Context: an optimization exercise on an open-source flow, tuned for small area, a short achievable clock period and few clock cycles. The choices shown serve that exercise and are no tape-out recipe. Where RTL was checked, it was by simulation tests only, not by an equivalence proof against the original. Power figures rest on the tool's default switching activity, not on a simulated workload.

## matrix_mult_pipelined_10
module matrix_mult_pipelined_10 #(parameter DATA_WIDTH = 8)(
    input clk,
    input rst,
    input in_valid,
    input [7:0] in_data,
    output reg in_ready,
    output reg out_valid,
    output reg [2*DATA_WIDTH-1:0] out_data
);
    integer x, k;
    reg [3:0] ph_t, ph_u;      
    reg [3:0] ix_t, ix_u;      
    reg       half;            
    reg       cact;            
    reg       trl;             
    reg [3:0] e;               
    reg       wr_a;            
    reg       wr_b;            
    reg       wr_last;         
    reg [7:0] din_r;
    wire fire = in_valid & in_ready;
    wire ph_u9 = (ph_u == 4'd9);
    wire ph_t9 = (ph_t == 4'd9);
    wire ph99  = ph_u9 & ph_t9;
    wire ix_u9 = (ix_u == 4'd9);
    wire ix_t9 = (ix_t == 4'd9);
    wire ix0   = (ix_u == 4'd0) & (ix_t == 4'd0);
    wire ph_t9u0 = ph_t9 & (ph_u == 4'd0);
    wire ph89  = (ph_t == 4'd8) & ph_u9;
    wire lt_e  = (ph_u < e);                                     
    wire present = wr_b | lt_e;
    wire start90 = ph_t9u0 & present;
    wire okc = ph_t9 & (ph_t9u0 | trl) & present;                
    wire fail = ph_t9 & ~ph_t9u0 & trl & ~present;
    wire row0_v = okc & ~lt_e;                                   
    wire cact_n  = (okc & ph_u9) | (cact & ~ph89);
    wire idle_nf = ix0 & ~half & ~cact_n;           
    wire [3:0] p1_u = ph_u9 ? 4'd0 : ph_u + 4'd1;   
    wire [3:0] p1_t = ph_u9 ? (ph_t9 ? 4'd0 : ph_t + 4'd1) : ph_t;
    wire       p1_u9 = (p1_u == 4'd9);
    wire       p1_t9 = (p1_t == 4'd9);
    wire [3:0] p2_u = p1_u9 ? 4'd0 : p1_u + 4'd1;   
    wire [3:0] p2_t = p1_u9 ? (p1_t9 ? 4'd0 : p1_t + 4'd1) : p1_t;
    wire aligned_nf = (p2_u == ix_u) & (p2_t == ix_t);
    wire rdy_nf = idle_nf | aligned_nf;             
    wire [3:0] pn_u = idle_nf ? 4'd9 : p1_u;        
    wire [3:0] pn_t = idle_nf ? 4'd9 : p1_t;
    wire [3:0] i1_u = ix_u9 ? 4'd0 : ix_u + 4'd1;   
    wire [3:0] i1_t = ix_u9 ? (ix_t9 ? 4'd0 : ix_t + 4'd1) : ix_t;
    wire       i1_h = (ix_u9 & ix_t9) ? ~half : half;
    wire       last = half & ix_u9 & ix_t9;
    always @(posedge clk or posedge rst) begin
        if (rst) begin
  ...
For scale: about 3,900 cells after synthesis, roughly 2,000 flip-flops, ~29 I/O pins.
==> flow/config.mk <==
export PLATFORM = sky130hd
export DESIGN_NAME = matrix_mult_pipelined_10
export DESIGN_NICKNAME = matrix_mult_pipelined_10
export VERILOG_FILES = /design/flow/design.v
export SDC_FILE = /design/flow/constraint.sdc
export NUM_CORES = 4
export LEC_CHECK = 0
export CAP_MARGIN = 20
export CORE_MARGIN = 2
export CORE_UTILIZATION = 72
export CTS_CLUSTER_DIAMETER = 100
export CTS_CLUSTER_SIZE = 25
export PLACE_DENSITY = 0.8
export SLEW_MARGIN = 20
export SYNTH_HIERARCHICAL = 1
export SYNTH_MINIMUM_KEEP_SIZE = 0
==> flow/constraint.sdc <==
create_clock -name core_clock -period 10.0 [get_ports {clk}]
set_input_delay 2.0000 -clock core_clock [delete_from_list [all_inputs] [get_ports {clk}]]
set_output_delay 2.0000 -clock core_clock [all_outputs]
set_load 0.01 [all_outputs]
standard.sh (not shown) runs the stock make flow with config.mk's settings and CLKGATE_MAP_FILE= SYNTH_SCRIPT=/design/flow/synth_recipe.tcl, a recipe that flattens the netlist after the stock synthesis.
==> flow/flow/run.sh <==
#!/bin/bash
# Standard layout (the standard.sh: unchanged synthesis and steps), with
# repair_timing asked to keep a larger setup slack than the default, so the
# resizer also speeds up paths that already meet the 10 ns clock.
bash standard.sh SETUP_SLACK_MARGIN=6.8 finish > standard.log 2>&1
The first run completed with no timing, DRC or antenna violations.
Testbench counts at the start, summed over its fixed seeds: cycles 10,360.
Next try:
--- a/flow/flow/run.sh
+++ b/flow/flow/run.sh
@@ -5 +5 @@
-bash standard.sh SETUP_SLACK_MARGIN=6.8 finish > standard.log 2>&1
+bash standard.sh SETUP_SLACK_MARGIN=6.95 finish > standard.log 2>&1
Settings changed: CORE_UTILIZATION 72 to 60, CTS_CLUSTER_SIZE 25 to 28, PLACE_DENSITY 0.8 to 0.7.
Routed wire length goes down by 20%.
First-iteration DRC count goes down by 32%.
Setup slack improved by 390 ps.
Next try:
--- a/flow/flow/run.sh
+++ b/flow/flow/run.sh
@@ -5 +5 @@
-bash standard.sh SETUP_SLACK_MARGIN=6.95 finish > standard.log 2>&1
+bash standard.sh SETUP_SLACK_MARGIN=7.1 finish > standard.log 2>&1
Settings changed: CORE_UTILIZATION 60 to 65, PLACE_DENSITY 0.7 to 0.75.
=> The changed run went through all stages and came out clean; sequential cell count is unchanged; synthesized area is unchanged; routed wire length increases by 3.1%; count of clock-buffer cells in the layout decreases by 1; power barely changes.
Next try:
--- a/flow/flow/run.sh
+++ b/flow/flow/run.sh
@@ -5 +5 @@
-bash standard.sh SETUP_SLACK_MARGIN=7.1 finish > standard.log 2>&1
+bash standard.sh SETUP_SLACK_MARGIN=6.95 finish > standard.log 2>&1
Area after synthesis is unchanged.
Setup slack gets better by 31 ps.
Clock skew stays flat.
Total power stays flat.
Clock-buffer cell count falls by 1.

matrix_mult_pipelined_10 again, from the RTL that the note above started with.
Design matrix_mult_pipelined_10, start of the top module:
module matrix_mult_pipelined_10 #(parameter DATA_WIDTH = 8)(
    input clk,
    input rst,
    input in_valid,
    input [7:0] in_data,
    output reg in_ready,
    output reg out_valid,
    output reg [2*DATA_WIDTH-1:0] out_data
);
    integer x, k;
    reg [3:0] ph_t, ph_u;      
    reg [3:0] ix_t, ix_u;      
    reg       half;            
    reg       cact;            
    reg       trl;             
    reg [3:0] e;               
    reg       wr_a;            
    reg       wr_b;            
    reg       wr_last;         
    reg [7:0] din_r;
    wire fire = in_valid & in_ready;
    wire ph_u9 = (ph_u == 4'd9);
    wire ph_t9 = (ph_t == 4'd9);
    wire ph99  = ph_u9 & ph_t9;
    wire ix_u9 = (ix_u == 4'd9);
    wire ix_t9 = (ix_t == 4'd9);
    wire ix0   = (ix_u == 4'd0) & (ix_t == 4'd0);
    wire ph_t9u0 = ph_t9 & (ph_u == 4'd0);
    wire ph89  = (ph_t == 4'd8) & ph_u9;
    wire lt_e  = (ph_u < e);                                     
    wire present = wr_b | lt_e;
    wire start90 = ph_t9u0 & present;
    wire okc = ph_t9 & (ph_t9u0 | trl) & present;                
    wire fail = ph_t9 & ~ph_t9u0 & trl & ~present;
    wire row0_v = okc & ~lt_e;                                   
    wire cact_n  = (okc & ph_u9) | (cact & ~ph89);
    wire idle_nf = ix0 & ~half & ~cact_n;           
    wire [3:0] p1_u = ph_u9 ? 4'd0 : ph_u + 4'd1;   
    wire [3:0] p1_t = ph_u9 ? (ph_t9 ? 4'd0 : ph_t + 4'd1) : ph_t;
    wire       p1_u9 = (p1_u == 4'd9);
    wire       p1_t9 = (p1_t == 4'd9);
    wire [3:0] p2_u = p1_u9 ? 4'd0 : p1_u + 4'd1;   
    wire [3:0] p2_t = p1_u9 ? (p1_t9 ? 4'd0 : p1_t + 4'd1) : p1_t;
    wire aligned_nf = (p2_u == ix_u) & (p2_t == ix_t);
    wire rdy_nf = idle_nf | aligned_nf;             
    wire [3:0] pn_u = idle_nf ? 4'd9 : p1_u;        
    wire [3:0] pn_t = idle_nf ? 4'd9 : p1_t;
  ...
clock: 10.0 ns
lec_check: 0
cap_margin: 20
core_margin: 2
core_utilization: 65
cts_cluster_diameter: 100
cts_cluster_size: 28
place_density: 0.68
slew_margin: 20
synth_hierarchical: 1
synth_minimum_keep_size: 0
==> flow/flow/run.sh <==
#!/bin/bash
# Standard layout (the standard.sh: unchanged synthesis and steps), with
# repair_timing asked to keep a larger setup slack than the default, so the
# resizer also speeds up paths that already meet the 10 ns clock.
bash standard.sh SETUP_SLACK_MARGIN=6.95 finish > standard.log 2>&1
The baseline passed the timing, DRC and antenna checks.
Testbench counts at the start, summed over its fixed seeds: cycles 10,360.
Then changed:
--- a/flow/flow/run.sh
+++ b/flow/flow/run.sh
@@ -5 +5 @@
-bash standard.sh SETUP_SLACK_MARGIN=6.95 finish > standard.log 2>&1
+bash standard.sh SETUP_SLACK_MARGIN=6.8 finish > standard.log 2>&1
CTS_CLUSTER_SIZE = 25   (was 28)
PLACE_DENSITY = 0.75   (was 0.68)
After rerunning: Design area came out lower by about 1.2%; global-route usage came out lower by 1.1 points; first-iteration DRC count came out higher by 6.0%; core utilization came out lower by 0.81 points; clock skew came out lower by 0.013 ns; critical path depth came out lower by 3; power came out lower by 0.41%; sequential power hardly moves; die area does not change; setup slack is better by 0.076 ns.
Then changed:
--- a/flow/flow/run.sh
+++ b/flow/flow/run.sh
@@ -5 +5 @@
-bash standard.sh SETUP_SLACK_MARGIN=6.8 finish > standard.log 2>&1
+bash standard.sh SETUP_SLACK_MARGIN=6.95 finish > standard.log 2>&1
CTS_CLUSTER_DIAMETER = 60   (was 100)
CTS_CLUSTER_SIZE = 32   (was 25)
Result: The new run ran to the end with no violations; die area stays the same; total power climbs by a little under a tenth; clock-buffer cell count drops by 11; worst setup slack is better by 0.0073 ns; maximum frequency stays flat; sequential share of layout area drops by 1.7 points.
Then changed:
CTS_CLUSTER_DIAMETER = 100   (was 60)
CTS_CLUSTER_SIZE = 28   (was 32)
PLACE_DENSITY = 0.82   (was 0.75)
Routed wire length grows by 2.2%.
Synthesized area is unchanged.
Cell area goes down by 2.0%.
Setup slack barely changes.
Cell count fell by about 1.1%.
Total power fell by about 8%.
Synthesized cell count is unchanged.
Core utilization decreases by 1.4 points.
Non-clock buffer count is higher by 3.

== before ==
Another version of the RTL of matrix_mult_pipelined_10 (not shown whole).
Size: ~3900 cells after synthesis, about 2000 flip-flops, ~29 I/O pins.
// matrix_mult_pipelined_10
module matrix_mult_pipelined_10 #(parameter DATA_WIDTH = 8)(
    input clk,
    input rst,
    input in_valid,
    input [7:0] in_data,
    output reg in_ready,
    output reg out_valid,
    output reg [2*DATA_WIDTH-1:0] out_data
);
clock: 10.0 ns
lec_check: 0
cap_margin: 20
core_margin: 2
core_utilization: 65
cts_cluster_diameter: 100
cts_cluster_size: 25
place_density: 0.75
slew_margin: 20
synth_hierarchical: 1
synth_minimum_keep_size: 0
==> flow/flow/run.sh <==
#!/bin/bash
# Standard layout (the standard.sh: unchanged synthesis and steps), with
# repair_timing asked to keep a larger setup slack than the default, so the
# resizer also speeds up paths that already meet the 10 ns clock.
bash standard.sh SETUP_SLACK_MARGIN=6.8 finish > standard.log 2>&1
Modified inputs, after compared to before
==> flow/flow/run.sh <==
#!/bin/bash
# Standard layout (the standard.sh: unchanged synthesis and steps), with
# repair_timing asked to keep a larger setup slack than the default, so the
# resizer also speeds up paths that already meet the 10 ns clock.
bash standard.sh SETUP_SLACK_MARGIN=6.65 finish > standard.log 2>&1
==> run summary <==
Number of detailed-routing iterations run before antenna repair came out exactly the same in after and before. Total vias in the final route: after vs before, no meaningful difference. Data arrival time of the critical path (higher): after. Status: sequential share of layout area parity (before, after). Measured against each other, after and before differ in total routing usage reported by global routing, the lower figure coming from after. Comparing after and before, initial antenna violation count is higher on before. met2 wire length was higher in the run labelled before. Non-clock buffer count (after vs. before) increases by a few percent. after -> before: number of enable flip-flop cells after synthesis flat. Sequential element share of the synthesized area essentially unchanged between before and after. after ends up with higher switching component of the power than before does.
Function was not checked in any run of this note: the RTL went through the layout flow alone.

[port drivers added, routing unchanged]
How much do the figures lean on ideal ports? The routed layouts below were timed once more, with nothing changed but the port constraints.
Step 1 assumes that a clkbuf_16 drives the clock port and a buf_2 every other input.
Step 2 also shifts input and output timing later by t, the mid clock arrival at the registers, as if the neighbouring blocks saw the same clock.
a / b / c = no drivers / after step 1 / after step 2; a / b = the first two.
| run | t (ns) | setup WS [ns] | hold slack, ns | worst register clock-pin slew, ns | worst data-port slew with drivers (ns) |
|---|---|---|---|---|---|
| the first run of note 1 | 0.760 | 6.427 / 6.427 / 6.286 | 0.298 / 0.298 / 0.298 | 0.12 / 0.12 | 0.04 |
| the second run of note 1 | 0.770 | 6.820 / 6.750 / 6.420 | 0.313 / 0.313 / 0.313 | 0.11 / 0.11 | 0.03 |
| the third run of note 1 | 0.756 | 6.808 / 6.739 / 6.720 | 0.314 / 0.314 / 0.314 | 0.12 / 0.12 | 0.04 |
| the fourth run of note 1 | 0.744 | 6.839 / 6.771 / 6.410 | 0.312 / 0.312 / 0.312 | 0.11 / 0.11 | 0.03 |
| the first run of note 2 | 0.782 | 6.735 / 6.710 / 6.411 | 0.315 / 0.315 / 0.315 | 0.12 / 0.12 | 0.03 |
| the second run of note 2 | 0.756 | 6.811 / 6.741 / 6.395 | 0.316 / 0.316 / 0.316 | 0.10 / 0.10 | 0.03 |
| the third run of note 2 | 0.759 | 6.818 / 6.746 / 6.405 | 0.293 / 0.293 / 0.293 | 0.12 / 0.12 | 0.03 |
| the fourth run of note 2 | 0.761 | 6.820 / 6.747 / 6.469 | 0.313 / 0.313 / 0.313 | 0.12 / 0.12 | 0.05 |
| before | 0.748 | 6.599 / 6.599 / 6.376 | 0.318 / 0.318 / 0.318 | 0.11 / 0.11 | 0.03 |
| after | 0.780 | 6.595 / 6.595 / 6.395 | 0.308 / 0.308 / 0.308 | 0.11 / 0.11 | 0.04 |
After both steps setup and hold are still met in every run listed. The setup slack of the fourth run of note 1, which loses most, moves by -0.068 ns with the drivers and by -0.429 ns with both steps.
